Context: an optimization exercise on an open-source flow, tuned for a short achievable clock period and few clock cycles. The choices shown serve that exercise and are no tape-out recipe. In this exercise RTL edits were held to simulation tests only and were not proved equivalent to the original. No activity file was given, so power comes from the tool's default toggle rates.

==> flow/design.v (excerpt) <==
module SingleCycle_MIPS(
    clk,
    rst_n,
    IR_addr,
    IR,
    ReadDataMem,
    CEN,
    WEN,
    A,
    ReadData2,
    OEN
);
    input         clk, rst_n;
    input  [31:0] IR;
    output [31:0] IR_addr;
    input  [31:0] ReadDataMem;
    output        CEN;
    output        WEN;
    output  [6:0] A;
    output [31:0] ReadData2;
    output        OEN;
    reg  [9:0]  pc_F;            
    reg  [9:0]  pci_F;           
    reg         v_R;
    reg  [31:0] ir_R;
    reg  [9:0]  pc_R;
    reg  [9:0]  bt_R, pn_R;
    reg         pt_R, pv_R;
    reg  [5:0]  pi_R;
    reg  [1:0]  pc2_R;
    reg  [31:0] s1_R, s2_R;      
    reg         byA, byB;        
    reg         bmA, bmB;        
    reg         v_D;
    reg  [31:0] ir_D;
    reg  [9:0]  pc_D;
    reg  [9:0]  bt_D;            
    reg  [9:0]  pn_D;            
    reg         pt_D;            
    reg         pv_D;            
    reg  [5:0]  pi_D;            
    reg  [1:0]  pc2_D;
    reg  [31:0] rA, rB;          
    reg         hzA, hzB;        
    reg         mAl, mBl;        
    reg         mAe, mBe;        
    reg         we_E;            
    reg  [4:0]  rd_E;
    reg         eLW, eAND, eOR, eARI, eSLT;
    reg         cin_E;           
    reg  [3:0]  ltc_E;           
    reg  [3:1]  eqc_E;           
    reg  [31:0] a_E;
    reg  [31:0] bb_E;            
    reg  [31:0] z1_E, z0_E;      
    reg  [31:0] xl_E;            
    reg  [8:0]  lo_E;            
    reg         cen_E, wen_E;
    reg  [6:0]  addr_E;
    reg  [31:0] sd_E;
    reg  [31:0] ws_M;            
    reg  [31:0] res_M;
    reg  [31:0] rf [0:31];
    reg  [9:0]  ras [0:7];
    reg  [7:0]  fv;
    reg  [9:0]  fkey [0:7];
    reg  [9:0]  ftgt [0:7];
    reg  [2:0]  fnext;
    reg         fpend;           
  ...
Size: ~2000 flip-flops, roughly 94000 um2 of cells after synthesis.
export LEC_CHECK = 0
export ABC_AREA = 1
export CAP_MARGIN = 20
export CORE_MARGIN = 2
export CORE_UTILIZATION = 40
export CTS_CLUSTER_DIAMETER = 150
export CTS_CLUSTER_SIZE = 24
export SETUP_SLACK_MARGIN = 5.0
export SLEW_MARGIN = 20
create_clock -name core_clock -period 7.5 [get_ports {clk}]
standard.sh (not shown) runs the stock make flow with config.mk's settings and CLKGATE_MAP_FILE= SYNTH_SCRIPT=/design/flow/synth_recipe.tcl, a recipe that flattens the netlist after the stock synthesis.
==> flow/flow/run.sh <==
#!/bin/bash
set -euo pipefail
here=$(pwd)
bash standard.sh "POST_GLOBAL_PLACE_TCL=$here/flow/move_oflops.tcl" finish > "$here/flow.log" 2>&1
==> flow/flow/move_oflops.tcl <==
# Move each output port's buffer, and the flip-flop that drives only that buffer, to the
# point of the core nearest the port's pin; detailed placement then legalizes them there.
set block [ord::get_db_block]
set core [$block getCoreArea]
set cx0 [$core xMin]; set cy0 [$core yMin]; set cx1 [$core xMax]; set cy1 [$core yMax]
set moved 0
foreach bterm [$block getBTerms] {
  if {[$bterm getIoType] != "OUTPUT"} { continue }
  set net [$bterm getNet]
  if {$net == "NULL"} { continue }
  set buf ""
  foreach it [$net getITerms] { if {[$it isOutputSignal]} { set buf [$it getInst] } }
  if {$buf == ""} { continue }
  set innet ""
  foreach it [$buf getITerms] { if {[$it isInputSignal] && [$it getNet] != "NULL"} { set innet [$it getNet] } }
  if {$innet == ""} { continue }
  set ff ""
  foreach it [$innet getITerms] { if {[$it isOutputSignal]} { set ff [$it getInst] } }
  if {$ff == ""} { continue }
  if {![string match "*df*" [[$ff getMaster] getName]]} { continue }
  if {[llength [$innet getITerms]] != 2} { continue }
  set bb [$bterm getBBox]
  set px [expr {([$bb xMin] + [$bb xMax]) / 2}]
  set py [expr {([$bb yMin] + [$bb yMax]) / 2}]
  set w [[$ff getMaster] getWidth]
  set h [[$ff getMaster] getHeight]
  set x [expr {min(max($px, $cx0), $cx1 - 2 * $w)}]
  set y [expr {min(max($py, $cy0), $cy1 - 2 * $h)}]
  $buf setLocation $x $y
  $ff setLocation $x $y
  incr moved
}
puts "move_oflops: moved $moved output buffers and flip-flops next to their pins"
The baseline finished clean.
Testbench counts at the start, summed over its fixed seeds: cycles 80,589.
Change:
==> flow/flow/run.sh (replaced) <==
#!/bin/bash
set -euo pipefail
here=$(pwd)
bash standard.sh "POST_GLOBAL_PLACE_TCL=$here/flow/move_oflops.tcl" MATCH_CELL_FOOTPRINT=0 finish > "$here/flow.log" 2>&1
--- a/flow/config.mk
+++ b/flow/config.mk
@@ -12,3 +12,3 @@
 export CTS_CLUSTER_DIAMETER = 150
-export CTS_CLUSTER_SIZE = 24
+export CTS_CLUSTER_SIZE = 25
 export SETUP_SLACK_MARGIN = 5.0
Outcome: Power came out higher by 0.34%. Synthesized area does not change. Die area does not change. First-iteration DRC count came out lower by 1.6%. Wire length is about the same. Critical path depth does not change. Combinational power came out higher by about 1%. Synthesized cell count does not change. Clock-buffer cell count came out lower by 8. Design area came out higher by 0.78%. Utilization came out higher by 0.37 points.

[re-timing with driven ports]
How much do the figures lean on ideal ports? The routed layouts below were timed once more, with nothing changed but the port constraints. Step 1 (the two cells are an assumption about what drives the block):
set clk [get_ports {clk}]
set_driving_cell -lib_cell sky130_fd_sc_hd__clkbuf_16 $clk
set_driving_cell -lib_cell sky130_fd_sc_hd__buf_2 [delete_from_list [all_inputs] $clk]
Step 2, shift: input delay + t, output delay - t, t = (earliest + latest rising clock arrival at the registers) / 2. This alone moves slack from input paths to output paths. Slacks: ideal / step 1 / step 2; pairs: ideal / step 1.
run	t (ns)	setup WS [ns]	worst setup path after step 2
the first run	0.922	4.716 / 4.619 / 4.012	input to register
the second run	0.932	4.653 / 4.561 / 3.983	input to register
After both steps setup and hold are still met in every run listed. The setup slack of the first run, which loses most, moves by -0.097 ns with the drivers and by -0.704 ns with both steps.
